Context: an optimization exercise on an open-source flow, tuned for small area, a short achievable clock period and few clock cycles. The choices shown serve that exercise and are no tape-out recipe. At most, simulation tests tie the RTL to the original design; equivalence was not proved. Power figures rest on the tool's default switching activity, not on a simulated workload.

run A:
// full_reciprocal
module full_reciprocal(
input logic clk,
input logic rst,  
input logic start,
output logic ready,
input logic [15:0] input0,
output logic [23:0] output0  
);
For scale: ~580 cells after synthesis, about 44 I/O pins, ~0.0049 mm² of cells after synthesis.
make LEC_CHECK=0 CAP_MARGIN=20 CORE_MARGIN=2 CORE_UTILIZATION=40 SETUP_SLACK_MARGIN=4.8 SLEW_MARGIN=20 finish   # period 8.0 ns
run.sh (not shown) runs the stock make flow with config.mk's settings and CLKGATE_MAP_FILE= SYNTH_SCRIPT=/design/flow/synth_recipe.tcl, a recipe that flattens the netlist after the stock synthesis.
Testbench counts of run A, summed over its fixed seeds: cycles 3,763.
[inputs] run B vs run A
- a change of SETUP_SLACK_MARGIN from 4.8 to 5
- an added CTS_BUF_LIST of sky130_fd_sc_hd__clkbuf_8
- a change of CORE_UTILIZATION from 40 to 50
### Flow results
Routed length on met3 (higher): run A
Against run A, run B comes in 7.9 points lower on part of the power in the clock network.
Per the comparison of run B with run A, cell count lost 15; combinational group power neither gained nor lost much.
In the reports for run A and run B, the smaller internal power of the cells belongs to run B.
Run B vs run A on portion of total power attributed to combinational logic: run B is the higher one.
Compared with run A, run B shows a fill cell instance count of the final layout that is 23% lower.
Path length in cells of the critical path ends up lower on run B.
Against run A, run B comes in 2 lower on clock-buffer cell count.
Of run A and run B, run B shows the lower final total power, with run A above it.
Against run A, time the worst path needs with I/O delays and setup in run B came out better.
diff inputs: run B => run C
- CORE_UTILIZATION: 50 -> 40
## What came out
- Run C has completed all stages; timing, DRC and antenna checks passed.
- Combined global-route utilization of all metal layers was higher in the run labelled run B.
- [compare] base=run B new=run C: via count lower; initial core utilization -10 points; number of post-CTS setup repair buffers now smaller; final critical path time including I/O delays and setup roughly the same; met1 track utilization from global routing now sits lower.
- Re routed wire length: run C is about 1.8% up on run B.
- The worst hold slack on run B is in line with that on run C.
- Run C: sequential share of layout area 0.91 points above run B
- flip-flop to flip-flop as the type of the worst setup path was reported by run C, and input port to flip-flop by run B.
Inputs modified between run C and run D:
- CORE_UTILIZATION: 40 -> 30
- CTS_BUF_LIST: sky130_fd_sc_hd__clkbuf_8 -> unset
--- outcome ---
- Wire length of the first global-routing pass came out higher on run D than on run C.
- Min area of the die across run C and run D: run C
- From run C to run D the numbers moved as follows: final critical-path setup slack -67 ps; cell area moved up; met1 wire length +740 µm.
- Measured against each other, run C and run D differ in relative area change from synthesis to final layout, the higher figure coming from run D.
Input changes introduced in run E (baseline for comparison: run D):
- changing CORE_UTILIZATION from 30 to 40
==> run notes <==
Compared with run D, run E is more frugal on power.
From run D to run E the numbers moved as follows: clock network fraction of total power increased 1.2 points, sequential portion of the cell area shows an increase of 1.4 points, detailed route wirelength on metal2 decreased by 3.7% relative to the old numbers.
res[0]$_DFFE_PP_ as the worst setup path endpoint was reported by run E, and res[2]$_DFFE_PP_ by run D.
Comparing net switching power for run D and run E, the smaller number came from run D.
Comparing run D and run E, the lower clock period minus final worst setup slack is on run E.
Re number of nets with antenna violations after routing: no difference whatsoever between run E and run D.
Run E vs run D — post-layout instance count excluding filler cells dropped by a little under 10%
Run E against run D: relative slew slack went up, wire length down 5.0%, post-route clock period utilization went down 0.45 points.
Setup changes, run E to run F
- a change of CORE_UTILIZATION from 40 to 50
==> run notes <==
Timing, DRC, antenna: 0 failures across run F and run E. The core of run F is more densely filled than that of run E. Against run E, run F comes in 110 ps lower on maximum single-stage delay on the critical path. Number of fill cells: run F vs run E down about 23%. Remaining max-slew budget at the tightest pin, run F and run E: smaller value in run E. In run F, the flip-flop and latch share of the layout cell area came out 0.18 points below the value in run E. Cell area reported after detailed placement, run F and run E: higher on run E. Internal power consumption in run F is 0.074 mW lower than in run E. Against run E, run F comes in 4.0 ps higher on hold slack. Run F vs run E, start point of the critical path: input0[1] vs x[2]$_DFFE_PN_.

---

== delta ==
Another version of the RTL of full_reciprocal (not shown whole).
For scale: about 75 flip-flops, about 4600 µm² of cells after synthesis.
==> flow/config.mk <==
export PLATFORM = sky130hd
export DESIGN_NAME = full_reciprocal
export DESIGN_NICKNAME = full_reciprocal
export VERILOG_FILES = /design/flow/design.v
export SDC_FILE = /design/flow/constraint.sdc
export NUM_CORES = 4
export LEC_CHECK = 0
export CAP_MARGIN = 20
export CORE_MARGIN = 2
export CORE_UTILIZATION = 40
export SLEW_MARGIN = 20
==> flow/constraint.sdc <==
create_clock -name core_clock -period 8.0 [get_ports {clk}]
set_input_delay 1.6000 -clock core_clock [delete_from_list [all_inputs] [get_ports {clk}]]
set_output_delay 1.6000 -clock core_clock [all_outputs]
set_load 0.01 [all_outputs]
standard.sh (not shown) runs the stock make flow with config.mk's settings and CLKGATE_MAP_FILE= SYNTH_SCRIPT=/design/flow/synth_recipe.tcl, a recipe that flattens the netlist after the stock synthesis.
==> flow/flow/run.sh <==
#!/bin/bash
set -euo pipefail
MARGIN=$(cat flow/margin.txt)
bash standard.sh SETUP_SLACK_MARGIN=$MARGIN finish > standard_flow.log 2>&1
==> flow/flow/margin.txt <==
5.5
diff inputs: delta => beta
Settings: CTS_BUF_LIST newly set to sky130_fd_sc_hd__clkbuf_8.
### Flow results
Sort beta and delta by routed via count divided by cell count, ascending, and delta comes first.
beta: total global-route track usage 0.33 points below delta
The lower non-clock buffer count came out of beta.
On worst setup slack: between beta and delta, it ends up lower for delta.
Number of nets in the finished design: beta vs delta down 0.48%
Of beta and delta, the run reporting the higher global-route wire length before repair was delta.
Going from delta to beta, fraction of area in registers +0.83 points; final wirelength -about 0.6%.
Function was not checked in any run of this note: the RTL went through the layout flow alone.

---

full_reciprocal, a different RTL version from the one above (not shown whole).
For scale: roughly 720 cells after synthesis, ~44 I/O pins, ~5000 sq um of cells after synthesis.
==> flow/config.mk <==
export PLATFORM = sky130hd
export DESIGN_NAME = full_reciprocal
export DESIGN_NICKNAME = full_reciprocal
export VERILOG_FILES = /design/flow/design.v
export SDC_FILE = /design/flow/constraint.sdc
export NUM_CORES = 4
export LEC_CHECK = 0
export ABC_AREA = 1
export CAP_MARGIN = 20
export CORE_MARGIN = 2
export CORE_UTILIZATION = 40
export SLEW_MARGIN = 20
==> flow/constraint.sdc <==
create_clock -name core_clock -period 8.0 [get_ports {clk}]
set_input_delay 1.6000 -clock core_clock [delete_from_list [all_inputs] [get_ports {clk}]]
set_output_delay 1.6000 -clock core_clock [all_outputs]
set_load 0.01 [all_outputs]
Scripts as last shown in full above: flow/flow/run.sh, flow/flow/margin.txt
==> next run, changes <==
==> flow/flow/margin.txt (replaced) <==
5.4
ABC_AREA = not set   (was 1)
Outcome: The changed run went through all stages and came out clean; total power climbs by 0.70%; cell area went down by 7.3%; clock power drops by about 4%; hold slack gets better by 0.032 ns.
==> next run, changes <==
==> flow/flow/margin.txt (replaced) <==
5.8
The new run ran to the end with no violations.
Total power climbs by 18%.
Setup slack gains 0.13 ns.
Cell area rose by 13%.
Global-route usage is higher by 1.3 points.
No functional check of the RTL was part of any run of this note.

---

The RTL this note starts from:
==> flow/design.v <==
`timescale 1ns / 1ps
module full_reciprocal(
input logic clk,
input logic rst,  
input logic start,
output logic ready,
input logic [15:0] input0,
output logic [23:0] output0  
);
localparam int FL = 16;           
localparam int XW = FL - 1;       
localparam int KMAX = 1 << (20 - FL);
logic          busy;   
logic          first;  
logic [15:0]   x;      
logic [XW:0]   p;      
logic [19:0]   q;      
logic [19:0]   res;    
assign output0 = {4'b0, res};
logic fast;
assign fast = |x[15:FL-1];
logic [KMAX+1:8] t;    
always_comb begin
	for (int k = 8; k <= KMAX; k++) t[k] = ({4'b0, x} <= 20'(524288 / k));
	t[KMAX+1] = 1'b0;
end
logic [19:0] fq;
always_comb begin
	fq = '0;
	for (int k = 8; k <= KMAX; k++)
		if (t[k] & ~t[k+1]) fq = fq | 20'(k);
end
logic [XW-1:0] xs;     
logic [XW-1:0] msk;    
logic [XW-1:0] msb;    
assign xs = x[XW-1:0];
always_comb begin
	msk[XW-1] = xs[XW-1];
	for (int i = XW-2; i >= 0; i--) msk[i] = msk[i+1] | xs[i];
	msb = xs & ~(msk >> 1);
end
logic [XW-1:0] r1;
assign r1 = (-xs) & msk;
logic [XW+1:0] diff;
logic          qb;
logic [XW-1:0] r;
assign diff = {1'b0, p} - {2'b0, xs};
assign qb   = ~diff[XW+1];
assign r    = qb ? diff[XW-1:0] : p[XW-1:0];
logic        pow2;
logic [19:0] xrev;
always_ff @(posedge clk) pow2 <= (xs & (xs - 1'b1)) == '0;
always_comb begin
	xrev = '0;
	for (int i = 0; i < XW; i++) xrev[19-i] = xs[i];
end
logic fdone, sdone;
assign fdone = first & fast;
assign sdone = busy & ~first & q[19];
always_ff @(posedge clk) begin
	if (!busy)
		x <= input0;
	if (first) begin
		p <= {r1, 1'b0};
		q <= {{(18-XW){1'b0}}, msb, 2'b01};
	end else begin
		p <= {r, 1'b0};
		q <= {q[18:0], qb};
	end
	if (!rst) begin
		if (sdone)
			res <= pow2 ? xrev : {q[18:0], qb};
		else if (fdone)
			res <= fq;
	end
	if (rst) begin
		busy  <= 1'b0;
		first <= 1'b0;
		ready <= 1'b0;
	end else begin
		busy  <= busy ? ~(fdone | sdone) : start;
		first <= ~busy & start;
		ready <= fdone | sdone;
	end
end
endmodule
export LEC_CHECK = 0
export CAP_MARGIN = 20
export CORE_MARGIN = 2
export CORE_UTILIZATION = 40
export SLEW_MARGIN = 20
create_clock -name core_clock -period 8.0 [get_ports {clk}]
==> flow/flow/margin.txt <==
5.5
Scripts as last shown in full above: flow/flow/run.sh
Next try:
==> flow/run.sh (new file) <==
#!/bin/bash
# synth_recipe.tcl (not shown) runs the flow's synth.tcl, then flattens the netlist and writes it again
# the make line also repeats each setting of config.mk as NAME=value (left out here)
make -C /OpenROAD-flow-scripts/flow DESIGN_CONFIG=/design/flow/config.mk WORK_HOME=/design/flow/orfs CLKGATE_MAP_FILE= SYNTH_SCRIPT=/design/flow/synth_recipe.tcl finish
SETUP_SLACK_MARGIN = 5   (was default)
removed: flow/flow/run.sh
removed: flow/flow/margin.txt
removed: flow/standard.sh
Effect: Count of clock-buffer cells in the layout stays the same; maximum frequency goes down by 14%; total power goes down by 3.4%; die area stays the same; hold slack is about the same; core utilization goes down by 0.62 points; sequential share of layout area goes up by 0.43 points.
Next try:
==> flow/flow/run.sh (new file) <==
#!/bin/bash
set -euo pipefail
MARGIN=$(cat flow/margin.txt)
bash standard.sh SETUP_SLACK_MARGIN=$MARGIN finish > standard_flow.log 2>&1
==> flow/flow/margin.txt (new file) <==
5.5
==> flow/standard.sh (new file) <==
#!/bin/bash
# synth_recipe.tcl (not shown) runs the flow's synth.tcl, then flattens the netlist and writes it again
# the make line also repeats each setting of config.mk as NAME=value (left out here)
make -C /OpenROAD-flow-scripts/flow DESIGN_CONFIG=/design/flow/config.mk WORK_HOME=/design/flow/orfs CLKGATE_MAP_FILE= SYNTH_SCRIPT=/design/flow/synth_recipe.tcl "${@:-finish}"
CTS_CLUSTER_DIAMETER = 300   (was default)
CTS_CLUSTER_SIZE = 100   (was default)
SETUP_SLACK_MARGIN = default   (was 5)
removed: flow/run.sh
What happened:
- The new run completed without violations
- power went up by 3.6%
- routed wire length is higher by 9.8%
- cell count went up by 2.0%
- synthesized area stays the same
- setup slack gains 0.39 ns
- final area rose by 1.3%
No run of this note included a check of the RTL's function; only the layout flow was run.

---

full_reciprocal, a different RTL version from the one above (not shown whole).
Size in the first run: roughly 450 cells after synthesis, ~44 I/O pins, roughly 4200 um^2 of cells after synthesis.
clock: 8.0 ns
lec_check: 0
cap_margin: 20
core_margin: 2
core_utilization: 40
cts_buf_list: sky130_fd_sc_hd__clkbuf_4 sky130_fd_sc_hd__clkbuf_8
setup_slack_margin: 5
slew_margin: 20
run.sh (not shown) runs the stock make flow with config.mk's settings and CLKGATE_MAP_FILE= SYNTH_SCRIPT=/design/flow/synth_recipe.tcl, a recipe that flattens the netlist after the stock synthesis.
Stock flow here: none of the scripts above is used.
The baseline finished clean.
Testbench counts at the start, summed over its fixed seeds: cycles 4,975.
Rerun with:
==> flow/flow/run.sh (new file) <==
#!/bin/bash
set -euo pipefail
MARGIN=$(cat flow/margin.txt)
bash standard.sh SETUP_SLACK_MARGIN=$MARGIN finish > standard_flow.log 2>&1
==> flow/flow/margin.txt (new file) <==
5.1
==> flow/standard.sh (new file) <==
#!/bin/bash
# synth_recipe.tcl (not shown) runs the flow's synth.tcl, then flattens the netlist and writes it again
# the make line also repeats each setting of config.mk as NAME=value (left out here)
make -C /OpenROAD-flow-scripts/flow DESIGN_CONFIG=/design/flow/config.mk WORK_HOME=/design/flow/orfs CLKGATE_MAP_FILE= SYNTH_SCRIPT=/design/flow/synth_recipe.tcl "${@:-finish}"
--- a/flow/config.mk
+++ b/flow/config.mk
@@ -9,5 +9,3 @@
 export CORE_MARGIN = 2
 export CORE_UTILIZATION = 40
-export CTS_BUF_LIST = sky130_fd_sc_hd__clkbuf_4 sky130_fd_sc_hd__clkbuf_8
-export SETUP_SLACK_MARGIN = 5
 export SLEW_MARGIN = 20
removed: flow/run.sh
Wire length came out lower by 0.87%.
Final area went up by 2.6%.
Total power increases by 0.46%.
Area after synthesis does not change.
Combinational power goes up by about 4%.
Rerun with:
==> flow/run.sh (new file) <==
#!/bin/bash
# synth_recipe.tcl (not shown) runs the flow's synth.tcl, then flattens the netlist and writes it again
# the make line also repeats each setting of config.mk as NAME=value (left out here)
make -C /OpenROAD-flow-scripts/flow DESIGN_CONFIG=/design/flow/config.mk WORK_HOME=/design/flow/orfs CLKGATE_MAP_FILE= SYNTH_SCRIPT=/design/flow/synth_recipe.tcl finish
--- a/flow/config.mk
+++ b/flow/config.mk
@@ -8,4 +8,6 @@
 export CAP_MARGIN = 20
 export CORE_MARGIN = 2
-export CORE_UTILIZATION = 40
+export CORE_UTILIZATION = 60
+export PLACE_DENSITY = 0.7
+export SETUP_SLACK_MARGIN = 5
 export SLEW_MARGIN = 20
removed: flow/flow/run.sh
removed: flow/flow/margin.txt
removed: flow/standard.sh
Effect: The new run finished clean; first-iteration DRC count goes down by 16%; count of clock-buffer cells in the layout goes up by 1; power goes down by about 4%; clock power goes down by 11%; die area goes down by 32%; register-to-register slack gets worse by 30 ps; wire length goes down by about 3.7%; critical path depth goes up by 8.
Rerun with:
--- a/flow/config.mk
+++ b/flow/config.mk
@@ -6,8 +6,8 @@
 export NUM_CORES = 4
 export LEC_CHECK = 0
+export ABC_AREA = 1
 export CAP_MARGIN = 20
 export CORE_MARGIN = 2
-export CORE_UTILIZATION = 60
-export PLACE_DENSITY = 0.7
+export CORE_UTILIZATION = 40
 export SETUP_SLACK_MARGIN = 5
 export SLEW_MARGIN = 20
Result:
- maximum frequency is higher by 2.2%
- routed wire length grows by 19%
- final area climbs by 8.9%
- non-clock buffer count goes down by 9
- critical path depth is lower by 5
- clock-buffer cell count went up by 1
- global-route usage decreases by 7.4 points
- synthesized cell count went up by 44%
- worst setup slack gains 64 ps

---

full_reciprocal, a different RTL version from the one above (not shown whole).
Settings: LEC_CHECK=0, CAP_MARGIN=20, CORE_MARGIN=2, CORE_UTILIZATION=40, SETUP_SLACK_MARGIN=5, SLEW_MARGIN=20; clock period 8.0 ns.
Stock flow here: none of the scripts above is used.
The first run aborted during synthesis (1_2_yosys).
Change:
==> flow/flow/run.sh (new file) <==
#!/bin/bash
set -euo pipefail
MARGIN=$(cat flow/margin.txt)
bash standard.sh SETUP_SLACK_MARGIN=$MARGIN finish > standard_flow.log 2>&1
==> flow/flow/margin.txt (new file) <==
5.5
==> flow/standard.sh (new file) <==
#!/bin/bash
# synth_recipe.tcl (not shown) runs the flow's synth.tcl, then flattens the netlist and writes it again
# the make line also repeats each setting of config.mk as NAME=value (left out here)
make -C /OpenROAD-flow-scripts/flow DESIGN_CONFIG=/design/flow/config.mk WORK_HOME=/design/flow/orfs CLKGATE_MAP_FILE= SYNTH_SCRIPT=/design/flow/synth_recipe.tcl "${@:-finish}"
--- a/flow/config.mk
+++ b/flow/config.mk
@@ -11 +10,0 @@
-export SETUP_SLACK_MARGIN = 5
removed: flow/run.sh
Effect: The new run did not get past synthesis (1_2_yosys).
Function was not checked in any run of this note: the RTL went through the layout flow alone.

-- port drivers added, routing unchanged --
The flow's constraints put no driver on any port. The routed layouts listed below were extracted and timed again, unchanged, in two steps. Step 1 (the two cells are an assumption about what drives the block):
set clk [get_ports {clk}]
set_driving_cell -lib_cell sky130_fd_sc_hd__clkbuf_16 $clk
set_driving_cell -lib_cell sky130_fd_sc_hd__buf_2 [delete_from_list [all_inputs] $clk]
Step 2, shift: input delay + t, output delay - t, t = (earliest + latest rising clock arrival at the registers) / 2. This alone moves slack from input paths to output paths. Three values: ideal, step 1, step 2; two values: the first two.
run | shift t [ns] | setup slack, ns | latest minus earliest clock arrival (ns) | slew at the worst register clock pin (ns)
run A | 0.376 | 4.773 / 4.785 / 4.410 | 0.006 / 0.007 | 0.06 / 0.06
run B | 0.388 | 5.005 / 5.008 / 4.621 | 0.013 / 0.013 | 0.09 / 0.09
run C | 0.391 | 5.006 / 5.006 / 4.669 | 0.016 / 0.016 | 0.09 / 0.09
run D | 0.384 | 4.939 / 4.933 / 4.550 | 0.009 / 0.009 | 0.06 / 0.06
run E | 0.373 | 4.976 / 4.976 / 4.665 | 0.012 / 0.012 | 0.07 / 0.07
run F | 0.388 | 5.005 / 5.008 / 4.621 | 0.013 / 0.013 | 0.09 / 0.09
delta | 0.375 | 5.173 / 5.164 / 4.789 | 0.009 / 0.008 | 0.07 / 0.07
beta | 0.391 | 5.216 / 5.200 / 4.809 | 0.012 / 0.012 | 0.09 / 0.09
the first run of note 3 | 0.371 | 5.533 / 5.496 / 5.175 | 0.007 / 0.007 | 0.06 / 0.06
the second run of note 3 | 0.376 | 5.428 / 5.387 / 5.124 | 0.014 / 0.014 | 0.07 / 0.07
the third run of note 3 | 0.376 | 5.559 / 5.519 / 5.527 | 0.008 / 0.008 | 0.07 / 0.07
the first run of note 4 | 0.376 | 5.542 / 5.501 / 5.547 | 0.014 / 0.013 | 0.07 / 0.07
the second run of note 4 | 0.376 | 5.153 / 5.153 / 5.010 | 0.015 / 0.014 | 0.07 / 0.07
the third run of note 4 | 0.376 | 5.542 / 5.501 / 5.547 | 0.014 / 0.013 | 0.07 / 0.07
the first run of note 5 | 0.383 | 5.071 / 5.071 / 4.689 | 0.012 / 0.011 | 0.09 / 0.09
the second run of note 5 | 0.388 | 5.165 / 5.131 / 4.782 | 0.016 / 0.015 | 0.09 / 0.09
the third run of note 5 | 0.364 | 5.031 / 5.008 / 4.644 | 0.008 / 0.008 | 0.08 / 0.08
the fourth run of note 5 | 0.370 | 5.094 / 5.107 / 4.736 | 0.005 / 0.005 | 0.06 / 0.06
After both steps every run listed still meets setup and hold. For beta, which loses most, drivers alone change the setup slack by -0.016 ns; drivers and shift together by -0.407 ns.
